Context: an optimization exercise on an open-source flow, tuned for small area, a short achievable clock period and few clock cycles per item. The choices shown serve that exercise and are no tape-out recipe.
Function was not checked in any run shown here: the RTL went through the layout flow alone.
Power is estimated from default activity; no workload was simulated.

File: design/flow/flow/run.sh
#!/bin/bash
# Standard ORFS layout, with timing repair asked to leave extra setup slack
# at the design's 29 ns clock (the margin ORFS documents for finding a
# design's minimum period without editing the SDC), and port buffers of a
# stronger cell than the default pick.
set -euo pipefail
bash standard.sh SETUP_SLACK_MARGIN=22 "BUFFER_PORTS_ARGS=-buffer_cell sky130_fd_sc_hd__buf_2" finish > standard.log 2>&1
File: design/flow/standard.sh
#!/bin/bash
# synth_recipe.tcl (not shown) runs the flow's synth.tcl, then flattens the netlist and writes it again
# the make line also repeats each setting of config.mk as NAME=value (left out here)
make -C /OpenROAD-flow-scripts/flow DESIGN_CONFIG=/design/flow/config.mk WORK_HOME=/design/flow/orfs CLKGATE_MAP_FILE= SYNTH_SCRIPT=/design/flow/synth_recipe.tcl "${@:-finish}"
File: design/flow/config.mk
export PLATFORM = sky130hd
export DESIGN_NAME = MODULE_STATIC_PROCESS
export DESIGN_NICKNAME = MODULE_STATIC_PROCESS
export VERILOG_FILES = /design/flow/design.v
export SDC_FILE = /design/flow/constraint.sdc
export NUM_CORES = 4
export LEC_CHECK = 0
export CAP_MARGIN = 20
export CORE_MARGIN = 2
export CORE_UTILIZATION = 55
export CTS_BUF_LIST = sky130_fd_sc_hd__clkbuf_8
export PLACE_DENSITY = 0.7
export SLEW_MARGIN = 20
File: design/flow/constraint.sdc
create_clock -name core_clock -period 29.0 [get_ports {clk}]
set_input_delay 5.8000 -clock core_clock [delete_from_list [all_inputs] [get_ports {clk}]]
set_output_delay 5.8000 -clock core_clock [all_outputs]
set_load 0.01 [all_outputs]
File: design/flow/design.v
`timescale 1ns/1ps
module MODULE_STATIC_PROCESS (
    input clk,
    input rst,
    input [3:0] state_info,
    input [11:0] read_from_aux,
    input [11:0] read_from_ram,
    output reg [11:0] write2aux,
    output reg [11:0] write2ram,
    output reg [9:0] write2aux_addr,
    output reg [9:0] read_from_aux_addr,
    output reg [18:0] write2ram_addr,
    output reg [18:0] read_from_ram_addr,
    output reg ena_write_ram,
    output done
);
localparam [2:0] S_IDLE = 3'd0, S_FILT = 3'd1, S_HCLR = 3'd2, S_HCNT = 3'd3,
                 S_TA   = 3'd4, S_TC   = 3'd5, S_TW   = 3'd6, S_DONE = 3'd7;
reg [2:0] state;
reg       done_r;
assign done = done_r;
reg [1:0] op;             
wire op_blur   = (op == 2'd2);
wire op_emboss = (op == 2'd3);
wire [18:0] t = read_from_ram_addr;
wire [9:0]  ra = read_from_aux_addr;
wire in_filt = (state == S_FILT);
wire in_hcnt = (state == S_HCNT);
reg [11:0] px;
wire [3:0] R = px[11:8], G = px[7:4], B = px[3:0];
wire [47:0]  hR_T, hB_T;
wire [63:0]  hG_T;
wire [111:0] rR_T, rG_T, rB_T;
genvar gi;
generate
  for (gi = 0; gi < 16; gi = gi + 1) begin : tabs
    assign hR_T[gi*3 +: 3] = (30 * gi) / 100;
    assign hG_T[gi*4 +: 4] = (59 * gi) / 100;
    assign hB_T[gi*3 +: 3] = (11 * gi) / 100;
    assign rR_T[gi*7 +: 7] = (30 * gi) % 100;
    assign rG_T[gi*7 +: 7] = (59 * gi) % 100;
    assign rB_T[gi*7 +: 7] = (11 * gi) % 100;
  end
endgenerate
wire [2:0] hR = hR_T[R*3 +: 3], hB = hB_T[B*3 +: 3];
wire [3:0] hG = hG_T[G*4 +: 4];
wire [6:0] rR = rR_T[R*7 +: 7], rG = rG_T[G*7 +: 7], rB = rB_T[B*7 +: 7];
wire [8:0] sr = rR + rG + rB;
wire c2 = (sr >= 9'd200), c1 = (sr >= 9'd100);
wire [6:0] m1 = c2 ? sr - 9'd200 : c1 ? sr - 9'd100 : sr;
wire [3:0] g1 = hR + hG + hB + {c2, c1 & ~c2};
wire [3:0] pg = g1;
wire [6:0] pm = m1;
reg [3:0] e8, e9;
integer j;
always @* begin
  e8 = 4'd0;
  e9 = 4'd0;
  for (j = 1; j < 9; j = j + 1) if (pm >= (100 * j + 8) / 9) e8 = j;
  for (j = 1; j < 8; j = j + 1) if (pm >= (100 * j + 7) / 8) e9 = j;
end
wire [3:0] e2 = (op == 2'd0) ? e8 : op[1] ? {1'b0, e9[3:1]} : e9;
reg [11:0] ea;
reg [3:0]  eg;
reg        ee1;           
reg        ez, ew;        
reg        row0;          
wire [3:0] nTg = ea[11:8], nMg = ea[7:4], nBg = eg;
wire       nTh = ea[3],    nMh = ea[1],   nBh = ee1;
wire [3:0] nMe = op_blur ? {2'b00, ea[1:0]} : ea[3:0];
wire [4:0] sT = op_blur ? {nTg, nTh} : {1'b0, nTg};
wire [4:0] sM = op_blur ? {nMg, nMh} : {1'b0, nMg};
wire [4:0] sB = op_blur ? {nBg, nBh} : {1'b0, nBg};
wire [3:0] dT = nTg;
wire [6:0] pN = dT + sM + nBg;                            
wire [6:0] plN = ew ? 7'd0 : op_emboss ? {3'd0, dT} : pN;
wire [6:0] prN = ez ? 7'd0 : op_emboss ? {3'd0, nBg} : pN;
wire [6:0] udN = sT + sB;
reg  [7:0] vN;
always @* begin
  case (op)
    2'd0: vN = nMg * 4'd9 + nMe;
    2'd1: vN = {1'b0, nMg, nMe[2:0]};
    default: vN = {2'b00, nMg, nMe[1:0]};
  endcase
end
wire subL = ~op[1];               
wire subR = ~op_blur;
wire [8:0] wN = op_emboss ? 9'd8 : vN + ({2'b00, udN} ^ {9{subL}}) + {subL, subL};
wire [8:0] lN = {2'b00, plN} ^ {9{subL}};
wire [8:0] rN = {2'b00, prN} ^ {9{subR}};
reg [8:0] pl1, wl;
wire [8:0] tot = wl + rN;
wire [3:0] res = op_blur ? tot[7:4] : (tot[8] ? 4'd0 : tot[3:0]);
reg        cp;            
reg [3:0]  cpb;           
reg        hb1;           
reg [3:0]  hbb;           
reg        hv1, hv2;
wire [11:0] hbase = ({1'b0, ra[4:0]} == write2aux_addr[5:0]) ? write2aux : read_from_aux;
wire [12:0] hnew = hbase + 13'd1;
wire        hcarry = hv2 & ~ra[4] & hnew[12];
wire        hold = in_hcnt & cp;
wire        hclr_last = (state == S_HCLR) && (ra[4:0] == 5'd31);
wire [3:0]  bin = ra[3:0];
wire [11:0] dcnt = t[11:0];
wire [5:0]  col = t[17:12];
reg         tc1, dir;     
wire        in_tw = (state == S_TW);
wire        dok = ~dcnt[11];                        
wire [11:0] dm5 = dcnt - 12'd5;
wire        in_filt_ena = in_filt & ena_write_ram;
wire        bottom = (write2ram_addr[18:7] >= 12'd2395);    
wire        go_up = ~dir & dok & ~dm5[11];
wire        go_down = dir & ~bottom;
wire        go_right = ~go_up & ~go_down;
wire        bar_end = go_right & (col == 6'd39);
wire [9:0]  ra_inc = ra + {9'd0, in_tw ? bar_end : (in_filt | (state == S_HCLR))};
wire [12:0] t_lo = {1'b0, t[11:0]} + {12'd0, ~hold};
wire [6:0]  t_hi = t[18:12] + {6'd0, in_tw ? go_right : t_lo[12]};
wire [18:0] t_inc = {t_hi, t_lo[11:0]};
wire        wr_step = in_filt_ena | (in_tw & go_right);
wire [7:0]  wa_lo = {1'b0, write2ram_addr[6:0]} + {7'd0, wr_step};
wire [11:0] wa_hi = write2ram_addr[18:7] +
                    ((in_tw & go_up) ? -12'd5 : (in_tw & go_down) ? 12'd5 : {11'd0, wa_lo[7]});
wire [18:0] wa_next = {wa_hi, wa_lo[6:0]};
wire [11:0] dnext = (tc1 ? {1'b0, ea[3:0], dcnt[6:0]} : dcnt) +
                    ((in_tw & go_down) ? 12'd5 : (in_tw & go_right) ? 12'd0 : -12'd5);
wire [191:0] colour_T = {12'hFCC, 12'hFEE, 12'h9F9, 12'hEEF, 12'h8CF, 12'hFEB,
                         12'hBFF, 12'hFDB, 12'h9FF, 12'hFED, 12'hCFC, 12'hFFE,
                         12'h0F0, 12'hFFF, 12'hFF0, 12'hFFD};
wire [11:0] colour = colour_T[bin*12 +: 12];
localparam [18:0] T_WON  = 19'd643;       
localparam [18:0] T_WOFF = 19'd307201;    
localparam [18:0] T_HEND = 19'd307206;    
always @(posedge clk) begin
  px <= read_from_ram;
  ea <= read_from_aux;
  eg <= pg;
  ee1 <= e2[1];
  ez <= (ra == 10'd0);
  ew <= (ra == 10'd639);
  wl <= wN + pl1;
  pl1 <= lN;
  hv2 <= hv1;
  hb1 <= hold;
  hbb <= cpb;
  cpb <= ra[3:0];
  cp <= in_hcnt & hcarry;
  hv1 <= hold | (in_hcnt & (t <= 19'd307198)) | hclr_last;
  case (state)
    S_FILT: write2ram <= {res, res, res};
    S_TA, S_TC, S_TW: write2ram <= colour;
    default: write2ram <= 12'd0;
  endcase
  case (state)
    S_FILT: begin
      write2aux_addr <= ra;
      write2aux <= {row0 ? 4'd0 : read_from_aux[7:4], pg,
                    op_blur ? {~row0 & read_from_aux[1], 1'b0, e2[1:0]} : e2};
    end
    S_HCLR: begin
      write2aux_addr <= ra;
      write2aux <= 12'd0;
    end
    default: begin
      write2aux_addr <= (in_hcnt & hv2) ? ra : 10'd32;
      write2aux <= hnew[11:0];
    end
  endcase
  case (state)
    S_FILT: begin
      read_from_ram_addr <= t_inc;
      read_from_aux_addr <= (t == 19'd0 || ra == 10'd639) ? 10'd0 : ra_inc;
      write2ram_addr <= wa_next;
    end
    S_HCLR: begin
      read_from_ram_addr <= 19'd0;
      read_from_aux_addr <= ra_inc;
      write2ram_addr <= 19'd0;
    end
    S_HCNT: begin
      read_from_ram_addr <= t_inc;
      write2ram_addr <= (t == T_HEND) ? 19'd306560 : t;
      read_from_aux_addr <= (t == T_HEND) ? 10'd0 : {5'd0, hb1, hb1 ? hbb : g1};
    end
    S_TA: begin
      read_from_aux_addr <= {5'd0, 1'b1, ra_inc[3:0]};
      read_from_ram_addr <= 19'd0;
      write2ram_addr <= wa_next;
    end
    S_TC: begin
      read_from_aux_addr <= {6'd0, ra_inc[3:0]};
      read_from_ram_addr <= {7'd0, read_from_aux_addr[4] ? {5'd0, ea[11:5]} : dnext};
      write2ram_addr <= wa_next;
    end
    S_TW: begin
      write2ram_addr <= wa_next;
      read_from_ram_addr <= {t_hi, dnext};
      read_from_aux_addr <= ra_inc;
    end
    default: begin
      read_from_aux_addr <= 10'd0;
      write2ram_addr <= 19'd0;
      read_from_ram_addr <= 19'd0;
    end
  endcase
  case (state)
    S_IDLE: begin
      row0 <= 1'b1;
      if (state_info[3]) op <= state_info[1:0];
    end
    S_FILT: if (t == 19'd640) row0 <= 1'b0;
    S_TA: begin
      tc1 <= 1'b1;
      dir <= 1'b0;
    end
    S_TC: if (!read_from_aux_addr[4]) tc1 <= 1'b0;
    S_TW: if (go_right) dir <= go_up | (~dir & dok);
    default: ;
  endcase
end
always @(posedge clk) begin
  if (!rst) begin
    state <= S_IDLE;
    done_r <= 1'b0;
    ena_write_ram <= 1'b0;
  end else begin
    case (state)
      S_IDLE:
        if (state_info[3] && !state_info[2]) state <= S_FILT;
        else if (state_info == 4'd12) state <= S_HCLR;
      S_FILT: begin
        if (t == T_WON) ena_write_ram <= 1'b1;
        if (t == T_WOFF) begin
          ena_write_ram <= 1'b0;
          done_r <= 1'b1;
          state <= S_DONE;
        end
      end
      S_HCLR:
        if (ra[4:0] == 5'd31) state <= S_HCNT;
      S_HCNT: begin
        ena_write_ram <= (t < 19'd307200);
        if (t == T_HEND) state <= S_TA;
      end
      S_TA: state <= S_TC;
      S_TC: if (!tc1) begin
        ena_write_ram <= ~dnext[11];
        state <= S_TW;
      end
      S_TW: begin
        ena_write_ram <= ~bar_end & (dir | dok);
        if (bar_end) begin
          if (bin == 4'd15) begin
            done_r <= 1'b1;
            state <= S_DONE;
          end else begin
            state <= S_TA;
          end
        end
      end
      S_DONE:
        if (!state_info[3]) begin
          done_r <= 1'b0;
          state <= S_IDLE;
        end
      default: ;
    endcase
  end
end
endmodule
==> results of run 1 <==
## metrics by stage
| step | std cells | instance area [µm²] | util [%] | hold slack (ns) | worst slack, ns |
|---|---|---|---|---|---|
| 5_1_grt | 1741 | 12500 | 62.0 | 0.350 | 21.97 |
| 4_1_cts | 1740 | 12500 | 61.7 | 0.338 | 21.89 |
| 3_3_place_gp | 1708 | 12000 | 59.4 | 0.311 | 21.66 |
| 3_5_place_dp | 1708 | 12000 | 59.4 | 0.312 | 21.56 |
| 2_1_floorplan | 1376 | 11300 | - | 0.310 | 22.02 |
| 6_report | 1742 | 12500 | 62.0 | 0.336 | 22.02 |
## path summary, 6_finish.rpt
path | from | to | slack, ns | cells after the start
worst max-delay path | read_from_aux_addr[2] | read_from_aux_addr[2] | 22.02 | 1
worst min-delay path | cpb[3] | hbb[3] | 0.34 | 0
worst max register to register | op[1] | write2ram[10] | 22.63 | 26
worst min register to register | cpb[3] | hbb[3] | 0.34 | 0
## worst register-to-register path, delay by kind of cell (launching register included)
kind                       cells  cell delay [ns]
AOI/OAI and AO/OA              9             1.54
xor gates and xnor gates       2             0.66
adders and majority gates      4             1.36
buffers and inverters          4             1.38
DFF                            1             0.34
and+or+nand+nor                7             1.01
## report_power, final
part	switching [mW]	internal, mW	total, mW
combinational	0.584	0.429	1.01
clock	0.100	0.0750	0.175
sequential	0.0464	0.265	0.311
total	0.731	0.769	1.50
## placed cells by master, fill, tap and decap left out, types with 34 or more instances in the layout
cell type	Yosys	layout
inv_1	97	97
nor2_1	107	107
o21ai_0	119	119
ha_1	122	122
nand3_1	34	34
nand2_1	133	133
buf_2	2	113
dfxtp_1	146	124
xnor2_1	80	79
a21oi_1	90	89
## routing by layer
| layer | track usage (%) | wire length (µm) |
|---|---|---|
| met5 | 0 | 0 |
| met3 | 5.34 | 1680 |
| met4 | 6.59 | 473 |
| met2 | 44.5 | 13800 |
| met1 | 37.1 | 13400 |
## state kept, by name (all words and copies together), names as in the netlist, 4 cells and up
name	flops
cpb	4
ea	12
read_from_aux_addr	10
write2ram	12
pl1	7
hbb	4
wl	9
px	12
eg	4
write2ram_addr	19
read_from_ram_addr	19
write2aux_addr	10
write2aux	12
## layout make-up
cell class	count	area, µm²
antenna	1	2.50
sequential	151	3110
clock buffer	17	234
fill	1851	7690
clock inverter	15	200
tap	270	338
timing repair buffer	120	618
multi-input combinational	1068	7660
inverter	100	378
## repair_timing
item | in CTS | in global routing
hold buffers | 0 | 0
hold endpoints to repair | 0 | 0
gates resized for setup | 18 | 13
buffers inserted | 0 | 1
endpoints found under the setup margin | 17 | 12
## logic make-up after synthesis
logic type               share of synthesized area, %
AO/OA/AOI/OAI                                    20.2
XOR/XNOR                                         8.43
adder cells (fa/ha/maj)                          17.4
buffers and inverters                            5.52
flip-flops                                       27.2
multiplexers                                     3.95
AND/OR/NAND/NOR                                  17.4
==> results.yml, run 1 <==
grt:
  grt_max_degree: 30
  grt_pass1_vias: 9396
  grt_usage_pct: 27.2
  grt_antenna_before_repair: 0
  grt_pass1_wl_um: 47700
  grt.overflow.total: 0
critical_path:
  slowest_delay_ns: 0.52
  path_buf_inv: 1
  cpLargestDelayFamily: "flip-flops"
  cp-end-kind: "output port"
  worstSetupPathType: "flip-flop to output port"
  startpoint_type: "flip-flop"
  worstPathCellList: "buf_2"
  arrival_ns: 1.18
  worstPathMaxFanout: 26
  crit_required_ns: 23.20
  slowest_stage: "dfxtp_4"
synth:
  syn_nets: 1550
  ys.flop_type: "dfxtp_1"
  ys_top_cells_by_area: "dfxtp_1, ha_1, xnor2_1"
  synth_top_area_share_pct: 25.8
  synth_edf_count: 5
  syn_area_um2: 11300
  ys_ff_latch: 151
  synth_warnings: 1
  synth_cell_types: 82
  synth_common_cells: "dfxtp_1, nand2_1, ha_1"
  avgSynthCellArea_um2: 8.23
  synth.most_common_cell: "dfxtp_1"
  yosysTopAreaCell: "dfxtp_1"
  synthArstFlopShare_pct: 0
  ys_seq_area_share_pct: 27.2
  synthCells: 1376
power_and_ir_drop:
  power_density_nw_per_um2: 120
  ir_worst_vdd_uv: 83.9
  power.total_mw: 1.50
  p_leak_nw: 5.62
floorplan:
  core_region_area_um2: 20200
  rows: 52
  die_area_um2: 21700
  die_h_um: 147
  io_pins: 114
  initial_core_util_pct: 55.9
  die_w_um: 147
clocking:
  cts_tree: "yes"
  cts-root-buf: "clkbuf_8"
  path_clk_slew_ns: 0.10
  clockBufferDepth: 2
  cts.sinks: 151
  htreeDepth: 4
  clock_latency_ns: 0.48
  numCtsBuffers: 17
cells_and_area:
  area_growth_syn_to_layout_pct: 10.8
  nets: 1632
  drive_gt1_share_pct: 14.3
timing:
  fin_tns_setup_ns: 0
  max_freq_mhz: 143
  grt_setup_unrepaired: "yes"
  period_needed_ns: 6.98
  relSlewSlack_pct: 23.3
  worst_pin_slew_ns: 1.15
  fin_skew_ns: 0.0151
  slew_violations: 0
  hold_viol: 0
  period_share_pct: 24.1
  setup_violations: 0
detailed_routing:
  first_pass_iters: 6
  drt_iter0_markers: 761
  postRouteAntennaNets: 0
  vias: 9944
  routed_via_density: 5.71
  finalWirelength_um: 29300
  routedWlPerCell_um: 16.8
  route.detailed.drc: 0
placement:
  place_congestion: 0.929
  portBuffers: 113
  post-dp-hpwl_um: 22300
hold_path:
  hold_class: "flip-flop to flip-flop"
status:
  status: "no timing/DRC/antenna violations"
flow_run:
  max-cap-violations: 0
==> inputs of run 2 (changes only) <==
--- a/design/flow/design.v
+++ b/design/flow/design.v
@@ -62,10 +62,9 @@
 wire [3:0] e2 = (op == 2'd0) ? e8 : op[1] ? {1'b0, e9[3:1]} : e9;
 reg [11:0] ea;
-reg [3:0]  eg;
-reg        ee1;           
+reg [3:0]  eg, ee;
 reg        ez, ew;        
 reg        row0;          
 wire [3:0] nTg = ea[11:8], nMg = ea[7:4], nBg = eg;
-wire       nTh = ea[3],    nMh = ea[1],   nBh = ee1;
+wire       nTh = ea[3],    nMh = ea[1],   nBh = ee[1];
 wire [3:0] nMe = op_blur ? {2'b00, ea[1:0]} : ea[3:0];
 wire [4:0] sT = op_blur ? {nTg, nTh} : {1'b0, nTg};
@@ -90,6 +89,7 @@
 wire [8:0] lN = {2'b00, plN} ^ {9{subL}};
 wire [8:0] rN = {2'b00, prN} ^ {9{subR}};
-reg [8:0] pl1, wl;
-wire [8:0] tot = wl + rN;
+reg [8:0] w1;
+reg [8:0] pl1, pl0;
+wire [8:0] tot = w1 + pl0 + rN;
 wire [3:0] res = op_blur ? tot[7:4] : (tot[8] ? 4'd0 : tot[3:0]);
 reg        cp;            
@@ -104,4 +104,8 @@
 wire        hclr_last = (state == S_HCLR) && (ra[4:0] == 5'd31);
 wire [3:0]  bin = ra[3:0];
+wire [9:0]  ra_inc = ra + {9'd0, in_tw ? bar_end : (in_filt | (state == S_HCLR))};
+wire [12:0] t_lo = {1'b0, t[11:0]} + {12'd0, ~hold};
+wire [6:0]  t_hi = t[18:12] + {6'd0, in_tw ? go_right : t_lo[12]};
+wire [18:0] t_inc = {t_hi, t_lo[11:0]};
 wire [11:0] dcnt = t[11:0];
 wire [5:0]  col = t[17:12];
@@ -116,8 +120,4 @@
 wire        go_right = ~go_up & ~go_down;
 wire        bar_end = go_right & (col == 6'd39);
-wire [9:0]  ra_inc = ra + {9'd0, in_tw ? bar_end : (in_filt | (state == S_HCLR))};
-wire [12:0] t_lo = {1'b0, t[11:0]} + {12'd0, ~hold};
-wire [6:0]  t_hi = t[18:12] + {6'd0, in_tw ? go_right : t_lo[12]};
-wire [18:0] t_inc = {t_hi, t_lo[11:0]};
 wire        wr_step = in_filt_ena | (in_tw & go_right);
 wire [7:0]  wa_lo = {1'b0, write2ram_addr[6:0]} + {7'd0, wr_step};
@@ -127,8 +127,17 @@
 wire [11:0] dnext = (tc1 ? {1'b0, ea[3:0], dcnt[6:0]} : dcnt) +
                     ((in_tw & go_down) ? 12'd5 : (in_tw & go_right) ? 12'd0 : -12'd5);
-wire [191:0] colour_T = {12'hFCC, 12'hFEE, 12'h9F9, 12'hEEF, 12'h8CF, 12'hFEB,
-                         12'hBFF, 12'hFDB, 12'h9FF, 12'hFED, 12'hCFC, 12'hFFE,
-                         12'h0F0, 12'hFFF, 12'hFF0, 12'hFFD};
-wire [11:0] colour = colour_T[bin*12 +: 12];
+wire [11:0] colour;
+assign colour[0] = ~((bin == 4'd1) | (bin == 4'd3) | (bin == 4'd4) | (bin == 4'd5) | (bin == 4'd14) | (bin == 4'd15));
+assign colour[1] = ~((bin == 4'd0) | (bin == 4'd1) | (bin == 4'd3) | (bin == 4'd5) | (bin == 4'd6) | (bin == 4'd13) | (bin == 4'd15));
+assign colour[2] = ~((bin == 4'd1) | (bin == 4'd3) | (bin == 4'd8) | (bin == 4'd10) | (bin == 4'd13));
+assign colour[3] = ~((bin == 4'd1) | (bin == 4'd3));
+assign colour[4] = ~((bin == 4'd6) | (bin == 4'd10) | (bin == 4'd11) | (bin == 4'd12) | (bin == 4'd14) | (bin == 4'd15));
+assign colour[5] = ~((bin == 4'd8) | (bin == 4'd11) | (bin == 4'd15));
+assign colour[6] = 1'b1;
+assign colour[7] = 1'b1;
+assign colour[8] = ~((bin == 4'd3) | (bin == 4'd5) | (bin == 4'd11) | (bin == 4'd12));
+assign colour[9] = ~((bin == 4'd3) | (bin == 4'd5) | (bin == 4'd7) | (bin == 4'd11) | (bin == 4'd13));
+assign colour[10] = ~((bin == 4'd3) | (bin == 4'd7) | (bin == 4'd9) | (bin == 4'd11) | (bin == 4'd13));
+assign colour[11] = ~((bin == 4'd3));
 localparam [18:0] T_WON  = 19'd643;       
 localparam [18:0] T_WOFF = 19'd307201;    
@@ -138,9 +147,10 @@
   ea <= read_from_aux;
   eg <= pg;
-  ee1 <= e2[1];
+  ee <= e2;
   ez <= (ra == 10'd0);
   ew <= (ra == 10'd639);
-  wl <= wN + pl1;
+  w1 <= wN;
   pl1 <= lN;
+  pl0 <= pl1;
   hv2 <= hv1;
   hb1 <= hold;
@@ -165,5 +175,5 @@
     end
     default: begin
-      write2aux_addr <= (in_hcnt & hv2) ? ra : 10'd32;
+      write2aux_addr <= (in_hcnt & hv2) ? {5'd0, ra[4:0]} : 10'd32;
       write2aux <= hnew[11:0];
     end
==> results.yml, run 2 <==
synth:
  synthCells: 1371
  synth.most_common_cell: "dfxtp_1"
  ys.flop_type: "dfxtp_1"
  synth_warnings: 1
  syn_nets: 1535
  synth_top_area_share_pct: 26.8
  synth_common_cells: "dfxtp_1, nand2_1, inv_1"
  yosysTopAreaCell: "dfxtp_1"
  ys_top_cells_by_area: "dfxtp_1, ha_1, xnor2_1"
  synth_edf_count: 5
  avgSynthCellArea_um2: 8.33
  synthArstFlopShare_pct: 0
  ys_ff_latch: 158
  synth_cell_types: 95
  syn_area_um2: 11400
  ys_seq_area_share_pct: 28.1
status:
  status: "no timing/DRC/antenna violations"
clocking:
  cts-root-buf: "clkbuf_8"
  cts_setup_buffers: 0
  htreeDepth: 4
  numCtsBuffers: 17
  cts_tree: "yes"
  hold_buffers: 0
  path_clk_slew_ns: 0.10
  clock_latency_ns: 0.47
  cts.sinks: 158
  clockBufferDepth: 2
detailed_routing:
  postRouteAntennaNets: 0
  vias: 10116
  routed_via_density: 5.79
  route.detailed.drc: 0
  drt_iter0_markers: 630
  routedWlPerCell_um: 17.3
  first_pass_iters: 5
  finalWirelength_um: 30200
grt:
  grt_max_degree: 36
  grt_util_met1_pct: 37.0
  grt_pass1_vias: 9618
  top_usage_layer: "met2"
  grt_antenna_before_repair: 1
  grt_util_met2_pct: 45.0
  grtUsageMet3_pct: 5.64
  grt_pass1_wl_um: 48700
  grt.overflow.total: 0
  grt_usage_pct: 27.6
cells_and_area:
  final_common_cell: "dfxtp_1"
  layout_common_cells: "dfxtp_1, nand2_1, buf_2"
  stdcell_count: 1747
  reg_top3: "read_from_ram_addr x19, write2ram_addr x19"
  multi_input_area_um2: 7600
  fillers: 1806
  fin_util_pct: 62.6
  regArea_um2: 3250
  drive_gt1_share_pct: 14.6
  area_growth_syn_to_layout_pct: 11.3
  nets: 1626
timing:
  setup_violations: 0
  fin_skew_ns: 0.0205
  fin_tns_setup_ns: 0
  max_freq_mhz: 144
  hold_viol: 0
  slew_violations: 0
  relSlewSlack_pct: 32.0
  grt_setup_unrepaired: "no"
  period_needed_ns: 6.93
  worst_pin_slew_ns: 1.02
  period_share_pct: 23.9
placement:
  placed_cells: 1712
  place_congestion: 0.905
  post-dp-hpwl_um: 22900
  portBuffers: 113
floorplan:
  die_h_um: 148
  io_pins: 114
  die_area_um2: 21900
  die_w_um: 148
  initial_core_util_pct: 56.3
  rows: 52
  core_region_area_um2: 20300
critical_path:
  arrival_ns: 1.13
  r2r_end: "write2ram[0]"
  critPathLaunch: "read_from_ram_addr[8]"
  worstSetupPathType: "flip-flop to output port"
  crit_end: "read_from_ram_addr[8]"
  startpoint_type: "flip-flop"
  slowest_stage: "dfxtp_1"
  path_buf_inv: 1
  worst-path-stages: 1
  slowest_delay_ns: 0.47
  worstPathMaxFanout: 6
  worstPathCellList: "buf_2"
  r2r_cells: 26
  r2r_start: "op[0]"
  cpLargestDelayFamily: "flip-flops"
  cp-end-kind: "output port"
  crit_required_ns: 23.20
  rrSetupSlack_ns: 22.53
power_and_ir_drop:
  clockPowerShare_pct: 12.9
  p_sw_share_pct: 47.9
  seqPwrFrac_pct: 22.0
  power_density_nw_per_um2: 114
  p_int_uw: 758
  power.switching_uw: 696
  p_comb_share_pct: 65.1
  ir_worst_vdd_uv: 72.6
  p_leak_nw: 5.78
  power.total_mw: 1.45
flow_run:
  max-cap-violations: 0
hold_path:
  hold_class: "flip-flop to flip-flop"
-- run 2: power by group through the flow --
stage | sequential, mW | combinational, mW | clock, mW
2_1_floorplan | 0.306 | 0.720 | 0
3_3_place_gp | 0.322 | 0.912 | 0
3_5_place_dp | 0.322 | 0.923 | 0
4_1_cts | 0.318 | 0.934 | 0.190
5_1_grt | 0.326 | 1.06 | 0.199
6_report | 0.320 | 0.946 | 0.188
-- run 2: worst min-delay path by stage --
stage,start,endpoint,slack [ns],cells after the start
2_1_floorplan,cpb[0],hbb[0],0.31,0
3_3_place_gp,pl1[2],pl0[2],0.31,0
3_5_place_dp,cpb[1],hbb[1],0.31,0
4_1_cts,cpb[3],hbb[3],0.33,0
5_1_grt,pl1[2],pl0[2],0.34,0
6_report,cpb[3],hbb[3],0.33,0
-- run 2: cell families after synthesis --
group | after synthesis | share of synthesized area (%)
AO/OA/AOI/OAI | 374 | 21.4
XOR/XNOR | 105 | 8.12
adder cells (fa/ha/maj) | 134 | 16.6
buffers and inverters | 164 | 5.42
flip-flops | 158 | 28.1
multiplexers | 36 | 3.23
AND/OR/NAND/NOR | 400 | 17.1
-- run 2: metrics by stage --
step / cell area (µm²) / setup WS (ns) / hold slack, ns
after floorplan: 11400 / 22.06 / 0.310
final: 12700 / 22.07 / 0.328
after global placement: 12200 / 21.74 / 0.310
after global routing: 12700 / 22.01 / 0.338
after detailed placement: 12200 / 21.70 / 0.315
after CTS: 12700 / 21.96 / 0.330
-- run 2: timing repair --
item	CTS	global route
resized for setup	16	10
setup endpoints to repair	15	17
gates cloned	0	1
pin swaps	0	0
-- run 2: area by class of cell --
type / count / share of cell area [%]
multi-input cells: 1049 / 59.8
flip-flops and latches: 158 / 25.6
repair buffers: 122 / 4.98
inverters: 113 / 3.37
well taps: 270 / 2.66
clock buffers: 18 / 1.95
clock inverters: 14 / 1.60
repair inverters: 1 / 0.0394
diodes: 2 / 0.0394
-- run 2: per-layer routing --
metal / up-vias / share of wire, %
met4: 0 / 2.8
li1: 4994 / -
met2: 310 / 46
met5: - / 0
met1: 4757 / 45
met3: 55 / 6.2

-- static timing again, ports no longer ideal --
In the flow no input, the clock included, has a driving cell. The finished layouts below were timed again as built, in two steps.
Step 1 (the two cells are an assumption about what drives the block):
set clk [get_ports {clk}]
set_driving_cell -lib_cell sky130_fd_sc_hd__clkbuf_16 $clk
set_driving_cell -lib_cell sky130_fd_sc_hd__buf_2 [delete_from_list [all_inputs] $clk]
Step 2 adds t to the input delays and takes it off the output delays; t is the mean of the earliest and latest rising clock arrival at the registers after step 1. Input paths then give back, and output paths get back, about the clock's delay inside the block.
Slacks: ideal / step 1 / step 2; pairs: ideal / step 1.
| run | t (ns) | slack for setup (ns) | clock arrival spread, ns | worst data-port slew with drivers (ns) | cell pins on the clock port's net |
|---|---|---|---|---|---|
| run 1 | 0.510 | 22.024 / 21.983 / 21.670 | 0.016 / 0.016 | 0.07 | 1 |
| run 2 | 0.504 | 22.072 / 22.030 / 21.673 | 0.021 / 0.020 | 0.09 | 1 |
After both steps setup and hold are still met in every run listed. The setup slack of run 2, which loses most, moves by -0.042 ns with the drivers and by -0.399 ns with both steps.
